Background: an optimization exercise with open tools, aiming at small area. Do not read the settings as production practice. At most, simulation tests tie the RTL to the original design; equivalence was not proved. Only the layout flow was run in run 7; the RTL was not checked for function there. Power and IR drop assume default switching activity.

`config.mk`:
```
export PLATFORM = sky130hd
export DESIGN_NAME = Median_Filter
export DESIGN_NICKNAME = Median_Filter
export VERILOG_FILES = /design/flow/design.v
export SDC_FILE = /design/flow/constraint.sdc
export NUM_CORES = 4
export LEC_CHECK = 0
export CAP_MARGIN = 20
export CORE_MARGIN = 2
export CORE_UTILIZATION = 40
export SLEW_MARGIN = 20
```
`constraint.sdc`:
```
create_clock -name core_clock -period 2.8 [get_ports {clk}]
set_input_delay 0.5600 -clock core_clock [delete_from_list [all_inputs] [get_ports {clk}]]
set_output_delay 0.5600 -clock core_clock [all_outputs]
set_load 0.01 [all_outputs]
```
`design.v`:
```
module Order3(
    output wire [2:0] sel_min,    
    output wire [2:0] sel_mid,
    output wire [2:0] sel_max,
    input  wire       xab, xbc, xac
);
    assign sel_min = { ~xac & ~xbc,  ~xab &  xbc,  xab &  xac };
    assign sel_max = {  xac &  xbc,   xab & ~xbc, ~xab & ~xac };
    assign sel_mid = {  xac ^  xbc, ~(xab ^ xbc),  xab ^  xac };
endmodule
module Ascending_Sorter_3inputs_8bits(
    output wire [2:0] sel_min,    
    output wire [2:0] sel_mid,
    output wire [2:0] sel_max,
    input  wire       xab, ma, mb
);
    assign sel_min = { xab ? ma : mb, ~xab & ~mb,  xab & ~ma };
    assign sel_max = { xab ? mb : ma,  xab & ~mb, ~xab & ~ma };
    assign sel_mid = { ~ma & ~mb,      mb,         ma        };
endmodule
module Le_8bits(output wire le, input wire [7:0] a, input wire [7:0] b);
    wire [3:0] l2, g2;
    wire [1:0] l4, g4;
    genvar i;
    generate
        for (i = 0; i < 4; i = i + 1) begin : t2
            assign l2[i] = (~a[2*i+1] & b[2*i+1]) | (~a[2*i+1] & ~a[2*i] & b[2*i]) | (b[2*i+1] & ~a[2*i] & b[2*i]);
            assign g2[i] = (a[2*i+1] & ~b[2*i+1]) | (a[2*i+1] & a[2*i] & ~b[2*i]) | (~b[2*i+1] & a[2*i] & ~b[2*i]);
        end
        for (i = 0; i < 2; i = i + 1) begin : t4
            assign l4[i] = l2[2*i+1] | (~g2[2*i+1] & l2[2*i]);
            assign g4[i] = g2[2*i+1] | (~l2[2*i+1] & g2[2*i]);
        end
    endgenerate
    assign le = ~(g4[1] | (~l4[1] & g4[0]));
endmodule
module Sel3_8bits(output wire [7:0] y, input wire [2:0] s,
                  input wire [7:0] a, input wire [7:0] b, input wire [7:0] c);
    assign y = ({8{s[0]}} & a) | ({8{s[1]}} & b) | ({8{s[2]}} & c);
endmodule
module Median_Finder_9inputs_8bits(
    output wire [7:0] med,
    input  wire [7:0] x, y, z
);
    wire xy, yz, xz;
    wire [2:0] smin, smid, smax;
    Le_8bits Cxy(.le(xy), .a(x), .b(y));
    Le_8bits Cyz(.le(yz), .a(y), .b(z));
    Le_8bits Cxz(.le(xz), .a(x), .b(z));
    Order3 Ord(.sel_min(smin), .sel_mid(smid), .sel_max(smax),
                     .xab(xy), .xbc(yz), .xac(xz));
    Sel3_8bits Mux(.y(med), .s(smid), .a(x), .b(y), .c(z));
endmodule
module Median_Filter #(
    parameter WIDTH  = 32,
    parameter HEIGHT = 24
)(
    output wire [7:0] median_pixel,
    output wire       out_valid,
    input  wire [7:0] pixel_in,
    input  wire       in_valid,
    input  wire       rst,
    input  wire       clk
);
    localparam N = 2 * WIDTH;
    reg  [7:0] sr [0:N-1];
    integer i;
    always @(posedge clk)
        if (in_valid) begin
            sr[0] <= pixel_in;
            for (i = 1; i < N; i = i + 1) sr[i] <= sr[i-1];
        end
    reg  [$clog2(WIDTH)-1:0]  col;
    reg  [$clog2(HEIGHT)-1:0] row;
    reg                       primed;    
    reg                       valid0, valid1, valid2;
    wire last_col = (col == WIDTH - 1);
    always @(posedge clk) begin
        if (rst) begin
            col    <= 0;
            row    <= 0;
            primed <= 1'b0;
            valid0 <= 1'b0;
            valid1 <= 1'b0;
            valid2 <= 1'b0;
        end else begin
            valid0 <= in_valid & primed;
            valid1 <= valid0;
            valid2 <= valid1;
            if (in_valid) begin
                col <= col + 1'b1;
                if (last_col) row <= (row == HEIGHT - 1) ? 0 : row + 1'b1;
                if (row == 1 && col == 0) primed <= 1'b1;
            end
        end
    end
    wire r0 = (row == 0);
    wire r1 = (row == 1);
    wire c0 = (col == 0);
    wire c1 = (col == 1);
    wire [7:0] qa = r1 ? 8'd0 : sr[2*WIDTH-1];
    wire [7:0] qb = sr[WIDTH-1];
    wire [7:0] qc = r0 ? 8'd0 : pixel_in;
    wire xab, xbc, xac;
    Le_8bits Cab(.le(xab), .a(qa), .b(qb));
    Le_8bits Cbc(.le(xbc), .a(qb), .b(qc));
    Le_8bits Cac(.le(xac), .a(qa), .b(qc));
    wire [2:0] qs_min, qs_mid, qs_max;
    Order3 OQ(.sel_min(qs_min), .sel_mid(qs_mid), .sel_max(qs_max),
              .xab(xab), .xbc(xbc), .xac(xac));
    wire [7:0] q_min, q_mid, q_max;
    Sel3_8bits SQn(.y(q_min), .s(qs_min), .a(qa), .b(qb), .c(qc));
    Sel3_8bits SQd(.y(q_mid), .s(qs_mid), .a(qa), .b(qb), .c(qc));
    Sel3_8bits SQx(.y(q_max), .s(qs_max), .a(qa), .b(qb), .c(qc));
    reg [7:0] r_min, r_mid, r_max, m_min, m_mid, m_max, l_min, l_mid, l_max;
    always @(posedge clk)
        if (in_valid) begin
            r_min <= q_min;  r_mid <= q_mid;  r_max <= q_max;
            m_min <= r_min;  m_mid <= r_mid;  m_max <= r_max;
            l_min <= m_min;  l_mid <= m_mid;  l_max <= m_max;
        end
    reg lmask, rmask;
    always @(posedge clk)
        if (in_valid) begin
            lmask <= c1;                
            rmask <= c0;                
        end
    wire n_mr, n_lr, d_mr, d_lr, x_mr, x_lr;
    Le_8bits Cn1(.le(n_mr), .a(m_min), .b(r_min));
    Le_8bits Cn2(.le(n_lr), .a(l_min), .b(r_min));
    Le_8bits Cd1(.le(d_mr), .a(m_mid), .b(r_mid));
    Le_8bits Cd2(.le(d_lr), .a(l_mid), .b(r_mid));
    Le_8bits Cx1(.le(x_mr), .a(m_max), .b(r_max));
    Le_8bits Cx2(.le(x_lr), .a(l_max), .b(r_max));
    reg n_lm, d_lm, x_lm;
    always @(posedge clk)
        if (in_valid) begin
            n_lm <= n_mr;
            d_lm <= d_mr;
            x_lm <= x_mr;
        end
    wire [2:0] nmin, nmid, nmax, dmin, dmid, dmax, xmin, xmid, xmax;
    Order3 ON(.sel_min(nmin), .sel_mid(nmid), .sel_max(nmax),
        .xab(lmask | n_lm), .xbc(~rmask & n_mr), .xac(lmask | (~rmask & n_lr)));
    Order3 OD(.sel_min(dmin), .sel_mid(dmid), .sel_max(dmax),
        .xab(lmask | d_lm), .xbc(~rmask & d_mr), .xac(lmask | (~rmask & d_lr)));
    Order3 OX(.sel_min(xmin), .sel_mid(xmid), .sel_max(xmax),
        .xab(lmask | x_lm), .xbc(~rmask & x_mr), .xac(lmask | (~rmask & x_lr)));
    wire [7:0] max_of_min, mid_of_mid, min_of_max;
    Sel3_8bits SN(.y(max_of_min), .s(nmax), .a(l_min), .b(m_min), .c(r_min));
    Sel3_8bits SD(.y(mid_of_mid), .s(dmid), .a(l_mid), .b(m_mid), .c(r_mid));
    Sel3_8bits SX(.y(min_of_max), .s(xmin & {~rmask, 1'b1, ~lmask}),
                  .a(l_max), .b(m_max), .c(r_max));
    reg [7:0] s_x, s_y, s_z;
    always @(posedge clk) begin
        s_x <= max_of_min;
        s_y <= mid_of_mid;
        s_z <= min_of_max;
    end
    wire [7:0] med;
    Median_Finder_9inputs_8bits Kernel(.med(med), .x(s_x), .y(s_y), .z(s_z));
    reg [7:0] med_q;
    always @(posedge clk) med_q <= med;
    assign median_pixel = med_q;
    assign out_valid    = valid2;
endmodule
```
`run.sh`:
```
#!/bin/bash
# synth_recipe.tcl (not shown) runs the flow's synth.tcl, then flattens the netlist and writes it again
# the make line also repeats each setting of config.mk as NAME=value (left out here)
make -C /OpenROAD-flow-scripts/flow DESIGN_CONFIG=/design/flow/config.mk WORK_HOME=/design/flow/orfs CLKGATE_MAP_FILE= SYNTH_SCRIPT=/design/flow/synth_recipe.tcl finish
```
==> qor.txt, run 1 <==
Startpoint Class: flop
sequential power share: 54.3%
Clk Latency, worst-skew pair: 590 ps
GRT overflow: 0
vias in the first global route: 10400
Net Sw Power: 4.53 mW
via count: 10500
clk sinks: 635
DP Wirelength: 21.6 mm
die width: 240 um
Peak VDD IR: 0.599 mV
clock share of power: 39.8%
crit-path cells: inv_1 > ha_2 > or4b_4 > buf_2 > a21oi_1 > nor3_1 > buf_4 > buf_4 > a221o_1 > a22o_1
worst-case clock buffer depth: 3
Synth Register Bits: 635
Mapped Cells: 1183
xor and xnor fraction of the mapped netlist area: 0.552%
unrepaired setup endpoints after global routing: true
worst slew pin tran: 652 ps
Ant. Diodes: 0
setup_tns: 0 ps
Synthesized Nets: 1201
Seq/Total Area, Yosys: 83.8%
Int Pwr: 16.5 mW
final WL: 36.3 mm
via/cell ratio: 4.97
most frequent cells in the layout: 589 x edfxtp_1, 72 x inv_1, 68 x clkbuf_16
Compound-Gate Fraction of Synth Area: 6.80%
Post-synth ARST share: 0%
setup violators final: 0
fill cell count: 4555
Yosys cell types: 75
hold slack: 351 ps
starting density of the core: 40.4%
Mapped Avg Cell Area: 18.8 sq um
iteration count of the initial detailed-routing pass: 7
CP startpoint: row[0]$_SDFFE_PP0P_
Final min period: 2730 ps
Pwr Total: 21.0 mW
Root Driver: clkbuf_16
WS Path Type: flop to flop
FF-to-FF Start: row[0]$_SDFFE_PP0P_
mux contribution to synthesized area: 0.496%
status: finished clean
Synth Area in Adders: 1.54%
Required @ worst endpoint: 3140 ps
Simple-Gate Fraction of Synth Area: 5.12%
Crit path arrival time: 3070 ps
DRC Markers: 0
layout cells sized above 1: 15.1%
most frequent CP cell: buf_4
initial antenna violation count: 0
Site Rows: 86
Hold Startpoint: in_valid
Mapped Area: 22200 sq um
total of max-cap violations: 0
largest family of logic cells by synthesized area: compound AO/OA/AOI/OAI gates
FMAX: 0.366 GHz
largest net degree at the start of global routing: 124
Port Buf Inserts: 19
max-slew violation count: 0
max incr delay on CP: 490 ps
Num CTS Buffers: 67
IO Pins: 20
relative slew slack: 56.5%
clk_skew: 19.7 ps
Sw Ratio: 21.6%
total track usage: 12.8%
register area: 18600 sq um
RePlAce Congestion: 0.866
Area Growth Syn to Fin: 17.1%
CP max-delay cell: or4b_4
Avg WL per Cell: 17.1 um
Synth Flop Type: edfxtp_1
top fanout value on the critical path: 8
Leakage: 9.07 nW
Power Density: 807 nW/um^2
clock slew at reported path FFs: 60 ps
total of warnings raised by yosys: 2
EDFF count, synth: 589
Worst Setup End Kind: flop
final hold vios: 0
Multi-input gate area: 3300 sq um
Core ar.: 55000 sq um
CTS H-tree lvls: 3
Iter 0 DRT Violations: 1051
CTS tree: built
final net count: 1340
DIE AREA: 57400 sq um
commonest non-fill, non-tap cell in the layout: edfxtp_1
combinational power share: 5.9%
class of the worst hold path: input port to flop
post-route ant nets: 0
first-pass GRT wire length: 57.1 mm
die height: 240 um
fin crit share: 97.6%
-- critical path: cells and delay by family (launching register included) --
kind / cells / cell delay (ps)
adders and majority gates: 1 / 170
buffers and inverters: 4 / 570
and+or+nand+nor: 2 / 580
DFF: 1 / 330
AOI/OAI and AO/OA: 3 / 820
-- area by class of cell --
cell class	count	area share, %
sequential	635	71.5
timing repair buffer	90	3.03
multi-input combinational	455	12.7
inverter	73	1.05
clock buffer	86	6.92
clock inverter	37	1.20
tap	748	3.60
-- cell usage after synthesis (all sizes together) (3+ instances only) --
library cell  instances  area share [%]
edfxtp              589              80
nand3                10            0.23
nor4b                 5            0.25
nand3b                3            0.10
a31o                  3            0.12
o2111ai               3            0.12
o31ai                 9            0.30
o2bb2ai               8            0.32
nor3b                 3            0.10
o22ai                 5            0.14
nor2                 57             1.0
nand4                 3           0.085
a21oi                21            0.54
o211ai               13            0.46
nand2                44            0.75
or2                   3           0.085
a221o                32             1.4
a21o                  5            0.17
a22oi                 3            0.10
a211oi                7            0.24
o221ai                8            0.32
nor2b                32            0.90
mux2i                11            0.50
nor3                  6            0.14
nor4                  3            0.11
and3                  4            0.11
a222oi               10            0.45
a211o                 9            0.35
maj3                 25             1.1
xor2                  6            0.32
buf                  11            0.34
xnor2                 5            0.23
and2                  9            0.26
inv                  73             1.2
nand2b               21            0.59
o21ai                18            0.41
or4b                  3            0.14
and4                  6            0.24
a22o                 10            0.39
clkbuf                9            0.15
dfxtp                46             4.1
ha                    7            0.39
a31oi                 8            0.23
-- power by group through the flow --
stage               logic (mW)  clock network [mW]  registers [mW]
floorplan                0.666                   0            11.5
global placement          1.20                   0            11.6
detailed placement        1.22                   0            11.6
CTS                       1.22                8.65            11.4
global route              1.37                9.02            11.5
finish                    1.24                8.36            11.4
-- sequential cells by signal, summed over array words and instances, names as in the netlist, 5 cells and up --
signal  count
col         5
m_min       8
sr        512
m_mid       8
s_y         8
s_z         8
l_max       8
r_min       8
s_x         8
row         5
r_max       8
r_mid       8
l_mid       8
l_min       8
med_q       8
m_max       8
-- what timing repair did --
item / in CTS / in global routing
setup endpoints to repair: 13 / 33
hold buffers: 0 / 0
gates cloned: 0 / 1
buffers inserted: 1 / 5
pin swaps: 3 / 8
resized for setup: 7 / 18
endpoints found under the hold margin: 0 / 0
-- per-layer routing --
metal	global-route usage [%]	routed length, um	vias up
met1	18.9	18200	5305
li1	-	-	4942
met3	2.78	1750	58
met4	5.25	771	0
met5	0	0	-
met2	18.4	15600	242
-- cells by family (layout without fill, tap and decap cells) --
family | count (synthesis) | count (layout)
DFF | 635 | 635
and+or+nand+nor | 213 | 213
adders and majority gates | 32 | 32
muxes | 11 | 11
buffers and inverters | 93 | 286
xor gates and xnor gates | 11 | 11
AOI/OAI and AO/OA | 188 | 188
-- final timing paths --
path / cells after the start / slack, ps / to
max reg2reg: 10 / 70 / r_mid[0]$_DFFE_PP_
max: 10 / 70 / r_mid[0]$_DFFE_PP_
min reg2reg: 0 / 410 / sr[58][5]$_DFFE_PP_
min: 1 / 350 / sr[48][6]$_DFFE_PP_
-- stage by stage --
stage / instances / instance area [sq um] / util (%) / worst slack (ps)
after floorplan: 1183 / 22200 / - / 116
after global placement: 1994 / 23800 / 43.2 / -453
after detailed placement: 1994 / 23800 / 43.2 / -557
after CTS: 2118 / 25900 / 47.1 / 15.9
after global routing: 2124 / 26000 / 47.3 / -27.8
final: 2124 / 26000 / 47.3 / 67.7
==> run 2: changes to the inputs <==
--- a/config.mk
+++ b/config.mk
@@ -8,4 +8,7 @@
 export CAP_MARGIN = 20
 export CORE_MARGIN = 2
 export CORE_UTILIZATION = 40
+export CTS_BUF_LIST = sky130_fd_sc_hd__clkbuf_8
+export CTS_CLUSTER_DIAMETER = 40
+export CTS_CLUSTER_SIZE = 12
 export SLEW_MARGIN = 20
==> qor.txt, run 2 <==
DRC Markers: 0 (unchanged)
FMAX: 0.363 GHz (-0.70%)
setup violators final: 0 (unchanged)
CTS tree: built
Synth top area share: 79.6% (unchanged)
Startpoint Class: flop
clock slew at reported path FFs: 70 ps (about the same)
CTS H-tree lvls: 3 (unchanged)
Power Density: 756 nW/um^2 (-6.3%)
Num CTS Buffers: 80 (+19%)
fin crit share: 98.3% (+0.68 points)
via count: 10700 (+1.2%)
EDFF count, synth: 589 (unchanged)
Multi-input gate area: 3340 sq um (+1.3%)
cell depth of the worst hold path: 1 (unchanged)
via/cell ratio: 4.98 (+0.21%)
final hold vios: 0 (unchanged)
iteration count of the initial detailed-routing pass: 7 (unchanged)
register area: 18600 sq um (about the same)
ranking of synthesized cells by area: edfxtp_1 80%, dfxtp_1 4.1%, a221o_1 1.4%
Crit path arrival time: 3140 ps (+70 ps)
WS Path Type: flop to flop
Avg WL per Cell: 16.9 um (-1.1%)
CTS Hold Buffers Added: 0 (unchanged)
Seq/Total Area, Yosys: 83.8% (unchanged)
Worst Setup End Kind: flop
class of the worst hold path: input port to flop
clk_skew: 22.2 ps (+2.44 ps)
Ant. Diodes: 0 (unchanged)
Leakage: 8.94 nW (-1.5%)
worst-case clock buffer depth: 3 (unchanged)
Required @ worst endpoint: 3180 ps (+40 ps)
cell taking the most area after synthesis: edfxtp_1
Mapped Cells: 1183 (unchanged)
Peak VDD IR: 0.701 mV (+17%)
Commonest cells post-synth: 589 x edfxtp_1, 73 x inv_1, 56 x nor2_1, 46 x dfxtp_1, 43 x nand2_1
Mapped Area: 22200 sq um (unchanged)
GRT overflow: 0 (unchanged)
die height: 240 um (unchanged)
clk sinks: 635 (unchanged)
DIE AREA: 57400 sq um (unchanged)
Synth Register Bits: 635 (unchanged)
CP startpoint: row[1]$_SDFFE_PP0P_
first-pass GRT wire length: 56.8 mm (-0.55%)
max reg flops: 512 (unchanged)
Port Buf Inserts: 19 (unchanged)
Pwr Total: 19.4 mW (-7.7%)
total of max-cap violations: 0 (unchanged)
Post-synth ARST share: 0% (unchanged)
Top reg by flops: sr
most frequent cells in the layout: 589 x edfxtp_1, 82 x inv_1, 82 x clkbuf_8
worst slew pin tran: 632 ps (-20.3 ps)
DP Wirelength: 21.6 mm (unchanged)
initial antenna violation count: 0 (unchanged)
setup ws final: 48.5 ps (-19.2 ps)
total track usage: 12.7% (-0.075 points)
reg2reg end: r_mid[6]$_DFFE_PP_
layout cells sized above 1: 17.2% (+2.1 points)
count leader, synth: edfxtp_1
Iter 0 DRT Violations: 1071 (+1.9%)
largest net degree at the start of global routing: 124 (unchanged)
hold slack: 279 ps (-71.3 ps)
final WL: 36.3 mm (-0.13%)
placed inst area: 23800 sq um (unchanged)
fill cell count: 4621 (+1.4%)
post-route ant nets: 0 (unchanged)
Area Growth Syn to Fin: 15.4%
top fanout value on the critical path: 5 (-3)
Worst R2R Setup Slack: 50 ps (-20 ps)
commonest non-fill, non-tap cell in the layout: edfxtp_1
total of warnings raised by yosys: 2 (unchanged)
relative slew slack: 57.7% (+1.2 points)
post-route cell area: 25600 sq um (-1.5%)
Final Util: 46.6% (-0.69 points)
crit path to: r_mid[6]$_DFFE_PP_
Clk Latency, worst-skew pair: 660 ps (+70 ps)
die width: 240 um (unchanged)
Synthesized Nets: 1201 (unchanged)
Final min period: 2750 ps (+19.2 ps)
Worst R2R Path Depth: 12 (+2)
Root Driver: clkbuf_8
final net count: 1356 (+1.2%)
starting density of the core: 40.4% (unchanged)
Core ar.: 55000 sq um (unchanged)
RePlAce Congestion: 0.866 (unchanged)
FF-to-FF Start: row[1]$_SDFFE_PP0P_
pre-CTS setup slack: -557 ps (unchanged)
Synth Flop Type: edfxtp_1
unrepaired setup endpoints after global routing: true
status: finished clean
vias in the first global route: 10400 (-0.039%)
Yosys cell types: 75 (unchanged)
IO Pins: 20 (unchanged)
Mapped Avg Cell Area: 18.8 sq um (unchanged)
max-slew violation count: 0 (unchanged)
Site Rows: 86 (unchanged)
## run 2: cell families (layout without fill, tap and decap cells)
kind of cell,Yosys count,count (layout),synth area share [%]
mux,11,11,0.496
fa+ha+maj,32,32,1.54
xor+xnor,11,11,0.552
buf+inv,93,307,1.72
simple gates,213,213,5.12
compound gates,188,188,6.80
flops,635,635,83.8
## run 2: worst min path at each step
stage | startpoint | to | slack [ps]
floorplan | sr[9][0]$_DFFE_PP_ | sr[10][0]$_DFFE_PP_ | 400
global placement | sr[1][2]$_DFFE_PP_ | sr[2][2]$_DFFE_PP_ | 400
detailed placement | sr[10][4]$_DFFE_PP_ | sr[11][4]$_DFFE_PP_ | 400
CTS | in_valid | sr[5][2]$_DFFE_PP_ | 220
global route | in_valid | sr[50][6]$_DFFE_PP_ | 240
finish | in_valid | sr[50][6]$_DFFE_PP_ | 280
## run 2: metrics by stage
| stage | std cells | setup TNS, ps |
|---|---|---|
| 6_report | 2145 | 0 |
| 5_1_grt | 2145 | -46.7 |
| 4_1_cts | 2136 | 0 |
| 3_5_place_dp | 1994 | -10200 |
| 3_3_place_gp | 1994 | -8990 |
| 2_1_floorplan | 1183 | 0 |
## run 2: power by group
group | leakage, nW | switching [mW] | internal, mW
sequential | 6.16 | 0.314 | 11.1
clock | 0.862 | 3.35 | 3.39
combinational | 1.91 | 0.730 | 0.521
## run 2: metal layers
metal | track usage [%] | wire, um
met4 | 4.49 | 880
met3 | 3.28 | 1910
met5 | 0 | 0
met2 | 18.3 | 15600
met1 | 18.8 | 17900
## run 2: layout make-up
class | instances | area share (%)
clock buffer | 82 | 4.40
clock inverter | 59 | 2.03
inverter | 73 | 1.07
multi-input combinational | 455 | 13.0
sequential | 635 | 72.6
tap | 748 | 3.65
timing repair buffer | 93 | 3.22
## run 2: timing repair
item / in CTS / in global routing
pin swaps: 3 / 11
cloned: 0 / 2
gates resized for setup: 7 / 30
setup buffers: 1 / 7
endpoints found under the setup margin: 13 / 36
## run 2: critical path, stage by stage, from the launching register on
cell and delay (ps):
dfxtp_2 330, inv_2 60, buf_6 90, ha_4 110
or4b_4 460, and2_4 190, a21o_1 150, a41o_1 210
a21oi_4 240, buf_6 160, xnor2_4 140, nor2_1 80
a221o_1 270
==> run 3: changes to the inputs <==
--- a/config.mk
+++ b/config.mk
@@ -8,7 +8,7 @@
 export CAP_MARGIN = 20
 export CORE_MARGIN = 2
 export CORE_UTILIZATION = 40
-export CTS_BUF_LIST = sky130_fd_sc_hd__clkbuf_8
-export CTS_CLUSTER_DIAMETER = 40
-export CTS_CLUSTER_SIZE = 12
+export CTS_BUF_LIST = sky130_fd_sc_hd__clkbuf_16
+export CTS_CLUSTER_DIAMETER = 60
+export CTS_CLUSTER_SIZE = 25
 export SLEW_MARGIN = 20
==> qor.txt, run 3 <==
total track usage: 12.5% (-0.20 points)
Leakage: 8.75 nW (-2.1%)
Synthesized Nets: 1201 (unchanged)
Synth Flop Type: edfxtp_1
class of the worst hold path: input port to flop
count leader, synth: edfxtp_1
RePlAce Congestion: 0.866 (unchanged)
clk sinks: 635 (unchanged)
DIE AREA: 57400 sq um (unchanged)
fin crit share: 98.0% (-0.25 points)
cell taking the most area after synthesis: edfxtp_1
Mapped Cells: 1183 (unchanged)
final net count: 1315 (-3.0%)
Required @ worst endpoint: 3140 ps (-40 ps)
CTS tree: built
most frequent cells in the layout: 589 x edfxtp_1, 73 x inv_1, 61 x buf_4
DRC Markers: 0 (unchanged)
Synth top area share: 79.6% (unchanged)
Finished Layout Cells: 2074 (-3.3%)
Peak VDD IR: 0.729 mV (+4.0%)
Commonest cells post-synth: 589 x edfxtp_1, 73 x inv_1, 56 x nor2_1, 46 x dfxtp_1, 43 x nand2_1
cell depth of the worst hold path: 1 (unchanged)
status: finished clean
post-route cell area: 25400 sq um (-1.1%)
final hold vios: 0 (unchanged)
relative slew slack: 55.8% (-1.9 points)
Multi-input gate area: 3300 sq um (-1.1%)
first-pass GRT wire length: 56.1 mm (-1.3%)
max reg flops: 512 (unchanged)
Worst Setup End Kind: flop
unrepaired setup endpoints after global routing: true
via/cell ratio: 5.00 (+0.54%)
IO Pins: 20 (unchanged)
Power Density: 752 nW/um^2 (-0.42%)
Port Buf Inserts: 19 (unchanged)
die width: 240 um (unchanged)
Clk Latency, worst-skew pair: 600 ps (-60 ps)
setup violators final: 0 (unchanged)
Num CTS Buffers: 42 (-48%)
total of max-cap violations: 0 (unchanged)
Mapped Area: 22200 sq um (unchanged)
Seq/Total Area, Yosys: 83.8% (unchanged)
commonest non-fill, non-tap cell in the layout: edfxtp_1
fill cell count: 4623 (+0.043%)
Final min period: 2740 ps (-7.06 ps)
Root Driver: clkbuf_16
Post-synth ARST share: 0% (unchanged)
clock slew at reported path FFs: 90 ps (+20 ps)
Core ar.: 55000 sq um (unchanged)
placed inst area: 23800 sq um (unchanged)
top fanout value on the critical path: 5 (unchanged)
max-slew violation count: 0 (unchanged)
Avg WL per Cell: 17.3 um (+2.2%)
Area Growth Syn to Fin: 14.2%
WS Path Type: flop to flop
final WL: 35.8 mm (-1.2%)
Crit path arrival time: 3090 ps (-50 ps)
largest net degree at the start of global routing: 124 (unchanged)
initial antenna violation count: 0 (unchanged)
Site Rows: 86 (unchanged)
vias in the first global route: 10000 (-3.0%)
DP Wirelength: 21.6 mm (unchanged)
EDFF count, synth: 589 (unchanged)
Startpoint Class: flop
Mapped Avg Cell Area: 18.8 sq um (unchanged)
Pwr Total: 19.1 mW (-1.5%)
Ant. Diodes: 0 (unchanged)
iteration count of the initial detailed-routing pass: 5 (-2)
starting density of the core: 40.4% (unchanged)
CTS H-tree lvls: 2 (-1)
GRT overflow: 0 (unchanged)
Yosys cell types: 75 (unchanged)
worst-case clock buffer depth: 3 (unchanged)
ranking of synthesized cells by area: edfxtp_1 80%, dfxtp_1 4.1%, a221o_1 1.4%
post-route ant nets: 0 (unchanged)
layout cells sized above 1: 13.9% (-3.3 points)
via count: 10400 (-2.8%)
Placed Instances: 1994 (unchanged)
Top reg by flops: sr
clk_skew: 21.8 ps (-0.333 ps)
FMAX: 0.364 GHz (+0.26%)
worst slew pin tran: 663 ps (+31.7 ps)
Iter 0 DRT Violations: 1083 (+1.1%)
Synth Register Bits: 635 (unchanged)
register area: 18600 sq um (about the same)
Worst R2R Path Depth: 12 (unchanged)
die height: 240 um (unchanged)
total of warnings raised by yosys: 2 (unchanged)
-- run 3: metal layers --
layer | global-route usage (%) | wire [um] | vias up
met4 | 4.85 | 988 | 0
met3 | 2.24 | 1650 | 69
li1 | - | - | 4852
met2 | 18.1 | 15200 | 226
met1 | 18.9 | 18000 | 5229
met5 | 0 | 0 | -
-- run 3: power by group --
group / leakage [nW] / switching, mW / internal, mW
logic: 1.89 / 0.723 / 0.518
registers: 6.16 / 0.315 / 11.1
clock network: 0.702 / 3.40 / 3.07
total: 8.75 / 4.44 / 14.6
-- run 3: critical path: stages (launching register included) --
cell and delay (ps):
dfxtp_2 330, inv_2 50, buf_4 90, ha_1 130
or4b_4 470, and2_4 180, a21o_1 150, a41o_1 210
a21oi_4 240, buf_6 150, xnor2_4 130, nor2_1 70
a221o_1 270
-- run 3: area by class of cell --
| cell class | instances | area share, % |
|---|---|---|
| well taps | 748 | 3.69 |
| repair buffers | 90 | 3.13 |
| clock buffers | 42 | 4.14 |
| multi-input cells | 455 | 13.0 |
| clock inverters | 31 | 1.56 |
| inverters | 73 | 1.08 |
| flip-flops and latches | 635 | 73.4 |
-- run 3: cells by family after synthesis --
group / share of synthesized area (%)
buf+inv: 1.72
xor+xnor: 0.552
fa+ha+maj: 1.54
mux: 0.496
simple gates: 5.12
compound gates: 6.80
flops: 83.8
-- run 3: final timing paths --
kind / start / slack (ps) / to
hold reg to reg: sr[52][6]$_DFFE_PP_ / 410 / sr[53][6]$_DFFE_PP_
hold / removal: in_valid / 320 / sr[45][6]$_DFFE_PP_
setup reg to reg: row[1]$_SDFFE_PP0P_ / 60 / r_mid[6]$_DFFE_PP_
setup / recovery: row[1]$_SDFFE_PP0P_ / 60 / r_mid[6]$_DFFE_PP_
-- run 3: metrics by stage --
step	setup slack (ps)	util [%]	hold slack, ps	TNS (ps)
final	55.6	46.1	323	0
after global routing	-51.0	46.1	311	-373
after CTS	5.35	45.9	295	0
after detailed placement	-557	43.2	405	-10200
after global placement	-453	43.2	403	-8990
after floorplan	116	-	400	0
-- run 3: timing repair --
item | CTS | global route
hold buffers | 0 | 0
pin swaps | 3 | 10
gates cloned | 0 | 2
endpoints found under the setup margin | 13 | 36
gates resized for setup | 8 | 19
setup buffers | 1 | 4
==> run 4: changes to the inputs <==
--- a/config.mk
+++ b/config.mk
@@ -7,7 +7,7 @@
 export LEC_CHECK = 0
 export CAP_MARGIN = 20
 export CORE_MARGIN = 2
-export CORE_UTILIZATION = 40
+export CORE_UTILIZATION = 65
 export CTS_BUF_LIST = sky130_fd_sc_hd__clkbuf_16
 export CTS_CLUSTER_DIAMETER = 60
 export CTS_CLUSTER_SIZE = 25
==> qor.txt, run 4 <==
status: finished clean
Placed Instances: 1696 (-15%)
Synth Register Bits: 635 (unchanged)
starting density of the core: 66.1% (+26 points)
worst slew pin tran: 664 ps (+0.665 ps)
Top reg by flops: sr
DP Wirelength: 21.1 mm (-2.0%)
Synthesized Nets: 1201 (unchanged)
Int Pwr: 14.4 mW (-1.4%)
FMAX: 0.367 GHz (+0.67%)
Root Driver: clkbuf_16
Mapped Area: 22200 sq um (unchanged)
Finished Layout Cells: 1764 (-15%)
Worst R2R Path Depth: 12 (unchanged)
Required @ worst endpoint: 3090 ps (-50 ps)
Net Sw Power: 4.04 mW (-9.0%)
placed inst area: 23400 sq um (-1.4%)
sequential power share: 61.6% (+2.0 points)
post-route ant nets: 0 (unchanged)
final WL: 34.6 mm (-3.5%)
top fanout value on the critical path: 5 (unchanged)
CTS H-tree lvls: 2 (unchanged)
total track usage: 19.4% (+6.9 points)
via count: 10400 (+0.077%)
Core ar.: 33600 sq um (-39%)
total of max-cap violations: 0 (unchanged)
Avg WL per Cell: 19.6 um (+13%)
layout cells sized above 1: 12.6% (-1.3 points)
first-pass GRT wire length: 53.7 mm (-4.3%)
setup violators final: 0 (unchanged)
largest net degree at the start of global routing: 123 (-0.81%)
total of warnings raised by yosys: 2 (unchanged)
max reg flops: 512 (unchanged)
die height: 189 um (-21%)
Mapped Cells: 1183 (unchanged)
Worst R2R Setup Slack: 70 ps (+20 ps)
combinational power share: 6.7% (+0.2 points)
ranking of synthesized cells by area: edfxtp_1 80%, dfxtp_1 4.1%, a221o_1 1.4%
Synth top area share: 79.6% (unchanged)
Num CTS Buffers: 38 (-9.5%)
Commonest cells post-synth: 589 x edfxtp_1, 73 x inv_1, 56 x nor2_1, 46 x dfxtp_1, 43 x nand2_1
DIE AREA: 35700 sq um (-38%)
die width: 189 um (-21%)
class of the worst hold path: input port to flop
fin crit share: 97.4% (-0.65 points)
clk sinks: 635 (unchanged)
Hold Startpoint: in_valid
Iter 0 DRT Violations: 919 (-15%)
reg2reg end: r_mid[2]$_DFFE_PP_
CTS tree: built
Mapped Avg Cell Area: 18.8 sq um (unchanged)
relative slew slack: 55.6% (-0.21 points)
EDFF count, synth: 589 (unchanged)
clk_skew: 21.8 ps (-0.0750 ps)
IO Pins: 20 (unchanged)
RePlAce Congestion: 0.861 (-0.54%)
WS Path Type: flop to flop
iteration count of the initial detailed-routing pass: 8 (+3)
Peak VDD IR: 0.615 mV (-16%)
commonest non-fill, non-tap cell in the layout: edfxtp_1
Worst Setup End Kind: flop
Seq/Total Area, Yosys: 83.8% (unchanged)
Synth Flop Type: edfxtp_1
Pwr Total: 18.5 mW (-3.2%)
post-route cell area: 24800 sq um (-2.2%)
clock slew at reported path FFs: 90 ps (about the same)
vias in the first global route: 9634 (-4.1%)
Area Growth Syn to Fin: 11.7%
FF-to-FF Start: row[1]$_SDFFE_PP0P_
final net count: 1311 (-0.30%)
hold slack: 398 ps (+74.9 ps)
clock share of power: 31.7% (-2.2 points)
initial antenna violation count: 1 (+1)
cell depth of the worst hold path: 1 (unchanged)
Power Density: 745 nW/um^2 (-1.0%)
max-slew violation count: 0 (unchanged)
cell taking the most area after synthesis: edfxtp_1
unrepaired setup endpoints after global routing: false
Sw Ratio: 21.9% (-1.4 points)
count leader, synth: edfxtp_1
Leakage: 8.68 nW (-0.80%)
Site Rows: 67 (-22%)
most frequent cells in the layout: 589 x edfxtp_1, 76 x inv_1, 60 x buf_4
CP startpoint: row[1]$_SDFFE_PP0P_
Startpoint Class: flop
Yosys cell types: 75 (unchanged)
Port Buf Inserts: 19 (unchanged)
Min-Delay Endpoint: sr[45][2]$_DFFE_PP_
Clk Latency, worst-skew pair: 540 ps (-60 ps)
GRT overflow: 0 (unchanged)
Crit path arrival time: 3020 ps (-70 ps)
final hold vios: 0 (unchanged)
via/cell ratio: 5.89 (+18%)
setup_tns: 0 ps (unchanged)
Final min period: 2730 ps (-18.2 ps)
Post-synth ARST share: 0% (unchanged)
worst-case clock buffer depth: 3 (unchanged)
Ant. Diodes: 0 (unchanged)
DRC Markers: 0 (unchanged)
-- run 4: layer usage --
layer | GRT usage [%] | vias to the layer above | share of wire [%]
li1 | - | 4823 | -
met1 | 30.8 | 5210 | 48
met2 | 28.8 | 285 | 45
met3 | 2.72 | 66 | 5.0
met4 | 5.50 | 0 | 2.5
met5 | 0 | - | 0
-- run 4: area by class of cell --
| class | instances | area [sq um] |
|---|---|---|
| Sequential cell | 635 | 18600 |
| Fill cell | 1941 | 8800 |
| Multi-Input combinational cell | 455 | 3280 |
| Clock buffer | 41 | 1030 |
| Timing Repair Buffer | 90 | 831 |
| Tap cell | 448 | 561 |
| Inverter | 73 | 274 |
| Clock inverter | 22 | 239 |
-- run 4: worst max path at each step --
stage                               endpoint  slack, ps
after global routing      r_max[0]$_DFFE_PP_          9
after global placement    r_mid[3]$_DFFE_PP_       -410
final                     r_mid[2]$_DFFE_PP_         70
after floorplan           r_mid[6]$_DFFE_PP_        120
after detailed placement  r_mid[6]$_DFFE_PP_       -510
after CTS                 r_mid[6]$_DFFE_PP_          2
-- run 4: repair_timing --
action,4_1_cts,5_1_grt
hold buffers,0,0
gates cloned,0,1
gates resized for setup,3,16
buffers inserted,0,4
endpoints found under the setup margin,13,32
pin swaps,0,4
-- run 4: per-stage QoR --
stage	utilization, %	setup slack [ps]
final	73.8	73.7
after global routing	73.8	8.57
after CTS	73.5	2.09
after detailed placement	69.7	-512
after global placement	69.7	-409
after floorplan	-	116
-- run 4: cell families after synthesis --
logic type | synth area share [%]
DFF | 83.8
muxes | 0.496
AOI/OAI and AO/OA | 6.80
adders and majority gates | 1.54
xor gates and xnor gates | 0.552
and+or+nand+nor | 5.12
buffers and inverters | 1.72
-- run 4: power by group through the flow --
stage / logic, mW / clock network, mW / registers [mW]
floorplan: 0.666 / 0 / 11.5
global placement: 1.20 / 0 / 11.6
detailed placement: 1.22 / 0 / 11.6
CTS: 1.22 / 6.03 / 11.4
global route: 1.36 / 6.35 / 11.4
finish: 1.24 / 5.86 / 11.4
-- run 4: critical path, cell delays in order (launching register included) --
cell	delay, ps
dfxtp_2	330
inv_2	50
buf_4	90
ha_1	140
or4b_4	480
and2_4	180
a21o_1	140
a41o_1	220
a21oi_4	210
buf_6	130
xnor2_2	150
nor2_1	80
a221o_1	270
==> run 5: changes to the inputs <==
--- a/config.mk
+++ b/config.mk
@@ -11,4 +11,5 @@
 export CTS_BUF_LIST = sky130_fd_sc_hd__clkbuf_16
 export CTS_CLUSTER_DIAMETER = 60
 export CTS_CLUSTER_SIZE = 25
+export GPL_TIMING_DRIVEN = 0
 export SLEW_MARGIN = 20
==> qor.txt, run 5 <==
Int Pwr: 14.2 mW (-1.8%)
Clk Latency, worst-skew pair: 540 ps (about the same)
Power Density: 732 nW/um^2 (-1.7%)
final WL: 33.0 mm (-4.4%)
Mapped Area: 22200 sq um (unchanged)
Mapped Cells: 1183 (unchanged)
Hold Startpoint: sr[55][6]$_DFFE_PP_
FMAX: 0.360 GHz (-1.8%)
Yosys cell types: 75 (unchanged)
Commonest cells post-synth: 589 x edfxtp_1, 73 x inv_1, 56 x nor2_1, 46 x dfxtp_1, 43 x nand2_1
largest net degree at the start of global routing: 115 (-6.5%)
CTS H-tree lvls: 2 (unchanged)
Crit path max-delay family: compound AO/OA/AOI/OAI gates
GRT overflow: 0 (unchanged)
total track usage: 18.4% (-1.0 points)
Num CTS Buffers: 36 (-5.3%)
worst slew pin tran: 711 ps (+46.5 ps)
CTS Hold Buffers Added: 0 (unchanged)
Sw Ratio: 21.8% (-0.046 points)
Leakage: 8.66 nW (-0.30%)
DRC Markers: 0 (unchanged)
DIE AREA: 35700 sq um (unchanged)
CP startpoint: row[0]$_SDFFE_PP0P_
Startpoint Class: flop
cell taking the most area after synthesis: edfxtp_1
register area: 18600 sq um (about the same)
sequential power share: 62.6% (+1.0 points)
commonest non-fill, non-tap cell in the layout: edfxtp_1
WS Path Type: flop to flop
Seq/Total Area, Yosys: 83.8% (unchanged)
Synth top area share: 79.6% (unchanged)
IO Pins: 20 (unchanged)
die width: 189 um (unchanged)
most frequent cells in the layout: 589 x edfxtp_1, 77 x inv_1, 56 x nor2_1
via count: 10200 (-2.1%)
initial antenna violation count: 0 (-1)
Avg WL per Cell: 19.0 um (-3.2%)
class of the worst hold path: flop to flop
FF-to-FF Start: row[0]$_SDFFE_PP0P_
CTS tree: built
Synth Register Bits: 635 (unchanged)
Multi-input gate area: 3420 sq um (+4.5%)
max reg flops: 512 (unchanged)
Site Rows: 67 (unchanged)
top fanout value on the critical path: 5 (unchanged)
total of warnings raised by yosys: 2 (unchanged)
Worst R2R Path Depth: 12 (unchanged)
clock slew at reported path FFs: 90 ps (about the same)
Required @ worst endpoint: 3070 ps (-20 ps)
DP Wirelength: 18.9 mm (-11%)
clk sinks: 635 (unchanged)
Mapped Avg Cell Area: 18.8 sq um (unchanged)
fin crit share: 99.2% (+1.8 points)
hold slack: 416 ps (+18.2 ps)
max incr delay on CP: 520 ps (+40 ps)
Final min period: 2780 ps (+51.1 ps)
relative slew slack: 52.4% (-3.1 points)
RePlAce Congestion: 0.846 (-1.7%)
clk_skew: 17.4 ps (-4.35 ps)
clock share of power: 30.6% (-1.1 points)
first-pass GRT wire length: 51.1 mm (-4.8%)
EDFF count, synth: 589 (unchanged)
status: finished clean
WP depth: 12 (unchanged)
CP max-delay cell: or4b_4
starting density of the core: 66.1% (unchanged)
unrepaired setup endpoints after global routing: true
iteration count of the initial detailed-routing pass: 7 (-1)
post-route ant nets: 0 (unchanged)
Crit path arrival time: 3050 ps (+30 ps)
final net count: 1290 (-1.6%)
Placed Instances: 1655 (-2.4%)
setup violators final: 0 (unchanged)
layout cells sized above 1: 11.5% (-1.1 points)
Core ar.: 33600 sq um (unchanged)
cell depth of the worst hold path: 0 (-1)
via/cell ratio: 5.84 (-0.85%)
final hold vios: 0 (unchanged)
Synthesized Nets: 1201 (unchanged)
Area Growth Syn to Fin: 11.5%
Worst Setup End Kind: flop
total of max-cap violations: 0 (unchanged)
Iter 0 DRT Violations: 1060 (+15%)
CP bufs+invs: 3 (unchanged)
Ant. Diodes: 0 (unchanged)
fill cell count: 1959 (+0.93%)
Finished Layout Cells: 1741 (-1.3%)
Top reg by flops: sr
ranking of synthesized cells by area: edfxtp_1 80%, dfxtp_1 4.1%, a221o_1 1.4%
Post-synth ARST share: 0% (unchanged)
worst-case clock buffer depth: 3 (unchanged)
max-slew violation count: 0 (unchanged)
Worst R2R Setup Slack: 20 ps (-50 ps)
vias in the first global route: 9501 (-1.4%)
Peak VDD IR: 0.612 mV (-0.44%)
Port Buf Inserts: 19 (unchanged)
combinational power share: 6.8% (about the same)
Root Driver: clkbuf_16
Net Sw Power: 3.96 mW (-2.1%)
Pwr Total: 18.1 mW (-1.9%)
count leader, synth: edfxtp_1
Synth Flop Type: edfxtp_1
die height: 189 um (unchanged)
crit-path cells: inv_4 > ha_4 > or4b_4 > buf_12 > nand2_4 > a22oi_2 > a21oi_2 > a21oi_4 > buf_8 > xnor2_4 > nor2_1 > a221o_1
-- run 5: cell counts after synthesis --
Identical to the previous run, type by type.
-- run 5: metal layers --
layer	share of wire (%)	track usage, %	vias up
met5	0	0	-
met4	3.0	6.73	0
met3	3.9	2.67	57
met2	44	26.7	240
met1	49	29.1	5063
li1	-	-	4801
-- run 5: logic make-up after synthesis --
family / share of synthesized area [%]
AOI/OAI and AO/OA: 6.80
and+or+nand+nor: 5.12
xor gates and xnor gates: 0.552
adders and majority gates: 1.54
buffers and inverters: 1.72
muxes: 0.496
DFF: 83.8
-- run 5: worst register-to-register path, delay by kind of cell (launching register included) --
kind | cells | cell delay [ps]
compound gates | 4 | 720
xor+xnor | 1 | 220
fa+ha+maj | 1 | 120
buf+inv | 3 | 400
flops | 1 | 380
simple gates | 3 | 680
-- run 5: timing repair --
| action | CTS | global route |
|---|---|---|
| buffers inserted | 17 | 12 |
| setup endpoints to repair | 31 | 32 |
| gates cloned | 1 | 1 |
| gates resized for setup | 38 | 25 |
| pin swaps | 15 | 13 |
-- run 5: layout make-up --
type,instances,area share [%]
plain buffers,16,0.435
clock buffers,37,3.74
clock inverters,22,0.935
inverters,73,1.13
multi-input cells,455,13.8
flip-flops and latches,635,75.2
well taps,448,2.26
repair buffers,55,2.51
-- run 5: per-stage QoR --
| step | util [%] | TNS [ps] | instance area, sq um | setup slack [ps] |
|---|---|---|---|---|
| 2_1_floorplan | - | 0 | 22200 | 116 |
| 3_3_place_gp | 68.3 | - | 23000 | -19090 |
| 3_5_place_dp | 68.7 | -26260 | 23100 | -889 |
| 4_1_cts | 73.1 | -9.49 | 24600 | -9.49 |
| 5_1_grt | 73.7 | -102 | 24800 | -27.5 |
| 6_report | 73.7 | 0 | 24800 | 22.6 |
-- run 5: final timing paths --
path                                       endpoint
worst max-delay path             r_mid[5]$_DFFE_PP_
worst min register to register  sr[56][6]$_DFFE_PP_
worst min-delay path            sr[56][6]$_DFFE_PP_
worst max register to register   r_mid[5]$_DFFE_PP_
-- run 5: power groups by stage --
| stage | Combinational (mW) | Clock, mW | Sequential [mW] |
|---|---|---|---|
| floorplan | 0.666 | 0 | 11.5 |
| global placement | 1.12 | 0 | 11.9 |
| detailed placement | 1.17 | 0 | 11.6 |
| CTS | 1.20 | 5.72 | 11.4 |
| global route | 1.35 | 6.02 | 11.4 |
| finish | 1.24 | 5.54 | 11.4 |
==> run 6: changes to the inputs <==
--- a/config.mk
+++ b/config.mk
@@ -10,6 +10,5 @@
 export CORE_UTILIZATION = 65
 export CTS_BUF_LIST = sky130_fd_sc_hd__clkbuf_16
 export CTS_CLUSTER_DIAMETER = 60
-export CTS_CLUSTER_SIZE = 25
-export GPL_TIMING_DRIVEN = 0
+export CTS_CLUSTER_SIZE = 32
 export SLEW_MARGIN = 20
==> qor.txt, run 6 <==
vias in the first global route: 9644 (+1.5%)
post-route ant nets: 0 (unchanged)
Mapped Avg Cell Area: 18.8 sq um (unchanged)
fill cell count: 1949 (-0.51%)
Mapped Area: 22200 sq um (unchanged)
Port Buf Inserts: 19 (unchanged)
via count: 10300 (+1.7%)
top fanout value on the critical path: 5 (unchanged)
initial antenna violation count: 1 (+1)
relative slew slack: 55.0% (+2.6 points)
die width: 189 um (unchanged)
Seq/Total Area, Yosys: 83.8% (unchanged)
post-route cell area: 24900 sq um (+0.38%)
IO Pins: 20 (unchanged)
worst slew pin tran: 672 ps (-38.3 ps)
EDFF count, synth: 589 (unchanged)
Root Driver: clkbuf_16
Area Growth Syn to Fin: 11.9%
final WL: 34.7 mm (+5.1%)
Synth Register Bits: 635 (unchanged)
class of the worst hold path: input port to flop
status: finished clean
count leader, synth: edfxtp_1
Ant. Diodes: 0 (unchanged)
clk sinks: 635 (unchanged)
ranking of synthesized cells by area: edfxtp_1 80%, dfxtp_1 4.1%, a221o_1 1.4%
WS Path Type: flop to flop
DIE AREA: 35700 sq um (unchanged)
Placed Instances: 1696 (+2.5%)
total of warnings raised by yosys: 2 (unchanged)
Synthesized Nets: 1201 (unchanged)
Startpoint Class: flop
GRT overflow: 0 (unchanged)
RePlAce Congestion: 0.861 (+1.8%)
starting density of the core: 66.1% (unchanged)
Site Rows: 67 (unchanged)
Synth Flop Type: edfxtp_1
Top reg by flops: sr
total track usage: 19.5% (+1.1 points)
max reg flops: 512 (unchanged)
Worst R2R Setup Slack: 70 ps (+50 ps)
Yosys cell types: 75 (unchanged)
Required @ worst endpoint: 3100 ps (+30 ps)
CTS tree: built
layout cells sized above 1: 13.1% (+1.5 points)
die height: 189 um (unchanged)
DP Wirelength: 21.1 mm (+12%)
Synth top area share: 79.6% (unchanged)
FMAX: 0.366 GHz (+1.8%)
Avg WL per Cell: 19.7 um (+3.7%)
max-slew violation count: 0 (unchanged)
total of max-cap violations: 0 (unchanged)
Peak VDD IR: 0.715 mV (+17%)
worst-case clock buffer depth: 3 (unchanged)
Clk Latency, worst-skew pair: 560 ps (+20 ps)
largest net degree at the start of global routing: 123 (+7.0%)
Iter 0 DRT Violations: 1027 (-3.1%)
via/cell ratio: 5.86 (+0.34%)
cell taking the most area after synthesis: edfxtp_1
DRC Markers: 0 (unchanged)
Crit path arrival time: 3030 ps (-20 ps)
clk_skew: 31.9 ps (+14.5 ps)
iteration count of the initial detailed-routing pass: 8 (+1)
Mapped Cells: 1183 (unchanged)
final hold vios: 0 (unchanged)
Post-synth ARST share: 0% (unchanged)
Core ar.: 33600 sq um (unchanged)
fin crit share: 97.5% (-1.7 points)
Commonest cells post-synth: 589 x edfxtp_1, 73 x inv_1, 56 x nor2_1, 46 x dfxtp_1, 43 x nand2_1
setup violators final: 0 (unchanged)
CTS Hold Buffers Added: 0 (unchanged)
clock slew at reported path FFs: 90 ps (about the same)
Leakage: 8.68 nW (+0.33%)
final net count: 1310 (+1.6%)
placed inst area: 23400 sq um (+1.5%)
CTS H-tree lvls: 2 (unchanged)
most frequent cells in the layout: 589 x edfxtp_1, 74 x inv_1, 60 x buf_4
Num CTS Buffers: 37 (+2.8%)
Power Density: 748 nW/um^2 (+2.1%)
commonest non-fill, non-tap cell in the layout: edfxtp_1
unrepaired setup endpoints after global routing: false
Final min period: 2730 ps (-47.8 ps)
first-pass GRT wire length: 53.7 mm (+5.1%)
Finished Layout Cells: 1764 (+1.3%)
Worst Setup End Kind: flop
[run 6: critical path, stage by stage (launching register included)]
cell	delay, ps
dfxtp_2	330
inv_2	50
buf_4	90
ha_1	140
or4b_4	480
and2_4	180
a21o_1	140
a41o_1	210
a21oi_4	210
buf_6	130
xnor2_2	150
nor2_1	80
a221o_1	270
[run 6: cell families after synthesis]
kind of cell	Yosys count	share of synthesized area [%]
AO/OA/AOI/OAI	188	6.80
XOR/XNOR	11	0.552
adder cells (fa/ha/maj)	32	1.54
buffers and inverters	93	1.72
flip-flops	635	83.8
multiplexers	11	0.496
AND/OR/NAND/NOR	213	5.12
[run 6: layout make-up]
class / count / area (sq um) / area share (%)
flip-flops and latches: 635 / 18600 / 74.9
multi-input cells: 455 / 3290 / 13.2
clock buffers: 37 / 926 / 3.72
repair buffers: 90 / 831 / 3.34
well taps: 448 / 561 / 2.25
clock inverters: 26 / 364 / 1.46
inverters: 73 / 274 / 1.10
[run 6: worst paths after layout]
check / startpoint / endpoint / depth (start not counted)
max: row[1]$_SDFFE_PP0P_ / r_mid[2]$_DFFE_PP_ / 12
min: in_valid / sr[41][2]$_DFFE_PP_ / 1
max reg2reg: row[1]$_SDFFE_PP0P_ / r_mid[2]$_DFFE_PP_ / 12
min reg2reg: sr[36][4]$_DFFE_PP_ / sr[37][4]$_DFFE_PP_ / 0
[run 6: routing by layer]
| metal | GRT usage (%) | vias up | share of wire [%] |
|---|---|---|---|
| met3 | 2.78 | 75 | 4.5 |
| li1 | - | 4840 | - |
| met2 | 28.5 | 257 | 44 |
| met5 | 0 | - | 0 |
| met4 | 6.37 | 0 | 2.8 |
| met1 | 31.1 | 5158 | 49 |
[run 6: timing repair]
item / CTS / global route
setup buffers: 0 / 4
cloned: 0 / 1
pin swaps: 0 / 6
resized for setup: 3 / 19
endpoints found under the setup margin: 9 / 37
[run 6: report_power, final]
| group | leakage (nW) | switching, mW | internal (mW) |
|---|---|---|---|
| sequential | 6.16 | 0.324 | 11.1 |
| combinational | 1.90 | 0.719 | 0.527 |
| clock | 0.622 | 3.16 | 2.81 |
[run 6: metrics by stage]
stage | setup TNS [ps] | setup WS, ps | power [mW] | hold slack [ps] | utilization, %
2_1_floorplan | 0 | 116 | 12.1 | 400 | -
3_3_place_gp | -8440 | -409 | 12.8 | 402 | 69.7
3_5_place_dp | -9590 | -512 | 12.8 | 405 | 69.7
4_1_cts | 0 | 5.44 | 18.8 | 391 | 73.6
5_1_grt | 0 | 3.08 | 19.3 | 396 | 73.9
6_report | 0 | 70.4 | 18.6 | 397 | 73.9
==> run 7: changes to the inputs <==
--- a/design.v
+++ b/design.v
@@ -72,6 +72,7 @@
         end
     reg  [$clog2(WIDTH)-1:0]  col;
     reg  [$clog2(HEIGHT)-1:0] row;
+    reg                       row0, row1;    
     reg                       primed;    
     reg                       valid0, valid1, valid2;
     wire last_col = (col == WIDTH - 1);
@@ -79,6 +80,8 @@
         if (rst) begin
             col    <= 0;
             row    <= 0;
+            row0   <= 1'b1;
+            row1   <= 1'b0;
             primed <= 1'b0;
             valid0 <= 1'b0;
             valid1 <= 1'b0;
@@ -89,18 +92,18 @@
             valid2 <= valid1;
             if (in_valid) begin
                 col <= col + 1'b1;
-                if (last_col) row <= (row == HEIGHT - 1) ? 0 : row + 1'b1;
-                if (row == 1 && col == 0) primed <= 1'b1;
+                if (last_col) begin
+                    row  <= (row == HEIGHT - 1) ? 0 : row + 1'b1;
+                    row0 <= (row == HEIGHT - 1);
+                    row1 <= row0;
+                end
+                if (row1 && col == 0) primed <= 1'b1;
             end
         end
     end
-    wire r0 = (row == 0);
-    wire r1 = (row == 1);
-    wire c0 = (col == 0);
-    wire c1 = (col == 1);
-    wire [7:0] qa = r1 ? 8'd0 : sr[2*WIDTH-1];
+    wire [7:0] qa = row1 ? 8'd0 : sr[2*WIDTH-1];
     wire [7:0] qb = sr[WIDTH-1];
-    wire [7:0] qc = r0 ? 8'd0 : pixel_in;
+    wire [7:0] qc = row0 ? 8'd0 : pixel_in;
     wire xab, xbc, xac;
     Le_8bits Cab(.le(xab), .a(qa), .b(qb));
     Le_8bits Cbc(.le(xbc), .a(qb), .b(qc));
@@ -119,12 +122,8 @@
             m_min <= r_min;  m_mid <= r_mid;  m_max <= r_max;
             l_min <= m_min;  l_mid <= m_mid;  l_max <= m_max;
         end
-    reg lmask, rmask;
-    always @(posedge clk)
-        if (in_valid) begin
-            lmask <= c1;                
-            rmask <= c0;                
-        end
+    wire lmask = (col == 2);            
+    wire rmask = (col == 1);            
     wire n_mr, n_lr, d_mr, d_lr, x_mr, x_lr;
     Le_8bits Cn1(.le(n_mr), .a(m_min), .b(r_min));
     Le_8bits Cn2(.le(n_lr), .a(l_min), .b(r_min));
--- a/config.mk
+++ b/config.mk
@@ -10,5 +10,5 @@
 export CORE_UTILIZATION = 65
 export CTS_BUF_LIST = sky130_fd_sc_hd__clkbuf_16
 export CTS_CLUSTER_DIAMETER = 60
-export CTS_CLUSTER_SIZE = 32
+export CTS_CLUSTER_SIZE = 25
 export SLEW_MARGIN = 20
==> qor.txt, run 7 <==
final net count: 1279 (-2.4%)
combinational power share: 9.4% (+2.7 points)
vias in the first global route: 9510 (-1.4%)
DIE AREA: 35400 sq um (-0.82%)
unrepaired setup endpoints after global routing: true
Ant. Diodes: 0 (unchanged)
CTS tree: built
first-pass GRT wire length: 53.2 mm (-0.89%)
Peak VDD IR: 0.698 mV (-2.3%)
WS Path Type: flop to flop
GRT overflow: 0 (unchanged)
commonest non-fill, non-tap cell in the layout: edfxtp_1
setup violators final: 24 (+24)
relative slew slack: 48.6% (-6.4 points)
busiest layer in global routing: met2
max-slew violation count: 0 (unchanged)
Hold Startpoint: sr[41][2]$_DFFE_PP_
count leader, synth: edfxtp_1
Net Sw Power: 4.16 mW (-1.0%)
Sw Ratio: 22.5% (-0.055 points)
most frequent cells in the layout: 587 x edfxtp_1, 92 x inv_1, 51 x buf_4
die height: 188 um (-0.41%)
die width: 188 um (-0.41%)
Required @ worst endpoint: 3080 ps (-20 ps)
Iter 0 DRT Violations: 1050 (+2.2%)
Commonest cells post-synth: 587 x edfxtp_1, 82 x inv_1, 51 x nor2_1, 48 x dfxtp_1, 40 x nor2b_1
total of max-cap violations: 0 (unchanged)
pre-CTS setup slack: -807 ps (-294 ps)
Startpoint Class: flop
initial antenna violation count: 0 (-1)
via count: 9977 (-3.4%)
ranking of synthesized cells by area: edfxtp_1 80%, dfxtp_1 4.4%, inv_1 1.4%
total of warnings raised by yosys: 2 (unchanged)
Synth Register Bits: 635 (unchanged)
grt met2 use: 30.5% (+2.0 points)
Leakage: 8.64 nW (-0.53%)
class of the worst hold path: flop to flop
M3 GR Usage: 3.44% (+0.66 points)
DP Wirelength: 20.3 mm (-3.7%)
clk_skew: 22.3 ps (-9.57 ps)
Area Growth Syn to Fin: 10.7%
fin crit share: 106% (+8.9 points)
CTS Hold Buffers Added: 0 (unchanged)
Core ar.: 33400 sq um (-0.50%)
Power Density: 756 nW/um^2 (+1.1%)
iteration count of the initial detailed-routing pass: 9 (+1)
setup ws final: -178 ps (-248 ps)
worst-case clock buffer depth: 3 (unchanged)
cell taking the most area after synthesis: edfxtp_1
final WL: 34.4 mm (-1.1%)
final hold vios: 0 (unchanged)
Final min period: 2980 ps (+248 ps)
Clk Latency, worst-skew pair: 550 ps (about the same)
Crit path arrival time: 3250 ps (+220 ps)
status: complete, but fails checks
max reg flops: 512 (unchanged)
IO Pins: 20 (unchanged)
Mapped Cells: 1162 (-1.8%)
Mapped Area: 22000 sq um (-0.84%)
Layout Check Fails: negative setup slack
RePlAce Congestion: 0.844 (-2.0%)
clock slew at reported path FFs: 90 ps (about the same)
Post-synth ARST share: 0% (unchanged)
Root Driver: clkbuf_16
met1 Use GR: 30.4% (-0.68 points)
Synth top area share: 80.0% (+0.40 points)
post-route ant nets: 0 (unchanged)
layout cells sized above 1: 13.1% (about the same)
Num CTS Buffers: 35 (-5.4%)
CP startpoint: sr[31][0]$_DFFE_PP_
Avg WL per Cell: 19.9 um (+1.1%)
EDFF count, synth: 587 (-0.34%)
worst slew pin tran: 767 ps (+94.8 ps)
Top reg by flops: sr
Port Buf Inserts: 19 (unchanged)
Site Rows: 67 (unchanged)
Seq/Total Area, Yosys: 84.4% (+0.62 points)
Yosys cell types: 76 (+1.3%)
Synthesized Nets: 1185 (-1.3%)
DRC Markers: 0 (unchanged)
via/cell ratio: 5.78 (-1.3%)
largest net degree at the start of global routing: 93 (-24%)
top fanout value on the critical path: 8 (+3)
Pwr Total: 18.5 mW (-0.78%)
CTS H-tree lvls: 2 (unchanged)
Synth Flop Type: edfxtp_1
total track usage: 19.8% (+0.22 points)
FF-to-FF Start: sr[31][0]$_DFFE_PP_
starting density of the core: 65.9% (-0.23 points)
Mapped Avg Cell Area: 19.0 sq um (+0.95%)
clk sinks: 635 (unchanged)
Worst Setup End Kind: flop
Int Pwr: 14.3 mW (-0.70%)
FMAX: 0.336 GHz (-8.3%)
clock share of power: 28.5% (-3.6 points)
sequential power share: 62.1% (+0.9 points)
[run 7: cell count changes in the layout (fill, tap and decap cells not counted), moves of 8 or more]
cell / previous run / this run
inv_1: 74 / 92
maj3_2: 3 / 21
a222oi_1: 10 / 25
o211ai_1: 12 / 2
a22o_1: 10 / 1
buf_4: 60 / 51
maj3_1: 22 / 13
a211o_1: 9 / 1
a221o_1: 32 / 24
a32oi_1: 0 / 8
o2bb2ai_1: 8 / 0
[run 7: power by group through the flow]
stage,logic [mW],clock network [mW],registers (mW)
floorplan,1.07,0,11.5
global placement,1.68,0,11.6
detailed placement,1.70,0,11.7
CTS,1.73,5.41,11.5
global route,1.91,5.73,11.5
finish,1.74,5.25,11.5
[run 7: worst paths after layout]
check,cells past startpoint,end,slack [ps]
min,0,sr[42][2]$_DFFE_PP_,420
max reg2reg,11,r_mid[5]$_DFFE_PP_,-180
max,11,r_mid[5]$_DFFE_PP_,-180
min reg2reg,0,sr[42][2]$_DFFE_PP_,420
[run 7: cell families after synthesis]
group | count (synthesis) | synth area share [%]
DFF | 635 | 84.4
muxes | 3 | 0.136
adders and majority gates | 46 | 2.32
and+or+nand+nor | 207 | 4.89
AOI/OAI and AO/OA | 160 | 6.16
xor gates and xnor gates | 9 | 0.358
buffers and inverters | 102 | 1.76
[run 7: worst max-delay path, cell delays in order (launching register included)]
cell	delay, ps
edfxtp_1	450
buf_6	150
o21ai_1	120
a22oi_1	110
maj3_2	320
maj3_2	340
o22ai_2	110
maj3_2	250
a31oi_4	130
ha_4	280
a222oi_1	360
inv_1	80
[run 7: layer usage]
metal	vias up	wire, um	part of all wire, %
met5	-	0	0
met4	0	559	1.6
met3	43	1840	5.4
met2	274	15900	46
met1	4983	16100	47
li1	4677	-	-
[run 7: area by class of cell]
type,instances,area (sq um)
Inverter,82,308
Fill cell,1986,9050
Timing Repair Buffer,77,682
Clock inverter,24,174
Clock buffer,35,876
Tap cell,448,561
Multi-Input combinational cell,425,3210
Sequential cell,635,18600
[run 7: metrics by stage]
stage / hold slack [ps] / setup TNS, ps / utilization (%) / instance area [sq um] / std cells
global placement: 402 / -16200 / 69.3 / 23200 / 1664
floorplan: 400 / -502 / - / 22100 / 1162
detailed placement: 405 / -16670 / 69.3 / 23200 / 1664
CTS: 417 / -2450 / 72.8 / 24400 / 1726
global route: 407 / -5140 / 72.9 / 24400 / 1726
finish: 416 / -2020 / 72.9 / 24400 / 1726
[run 7: repair_timing]
| item | in CTS | in global routing |
|---|---|---|
| resized for setup | 27 | 7 |
| endpoints found under the hold margin | 0 | 0 |
| pin swaps | 18 | 11 |
| buffers inserted | 3 | 0 |
| endpoints found under the setup margin | 24 | 32 |

[re-timing with driven ports]
Ports are ideal in the flow. The routed layouts listed here were re-timed in OpenROAD. Step 1 sets driving cells, clkbuf_16 on the clock port and buf_2 on the other inputs (assumed; they add their load-dependent delay and slew). Step 2 times the ports against the registers' clock, not the clock port: input delays grow and output delays shrink by t, the midpoint of the rising clock arrivals with the driver on. Slacks: ideal ports / drivers / drivers and shift; pairs: ideal ports / drivers.
run	t, ns	slack for setup (ns)	worst setup path after step 2
run 1	0.635	0.068 / 0.068 / -0.514	input to register
run 2	0.695	0.049 / 0.049 / -0.439	input to register
run 3	0.647	0.056 / 0.056 / -0.491	input to register
run 4	0.585	0.074 / 0.074 / -0.459	input to register
run 5	0.584	0.023 / 0.023 / -0.502	input to register
run 6	0.594	0.070 / 0.070 / -0.464	input to register
run 7	0.591	-0.178 / -0.178 / -0.718	input to register
With both steps, setup timing fails in 6 of these runs, where it was met with ideal ports. The setup slack of run 1, which loses most, moves by 0.000 ns with the drivers and by -0.582 ns with both steps.
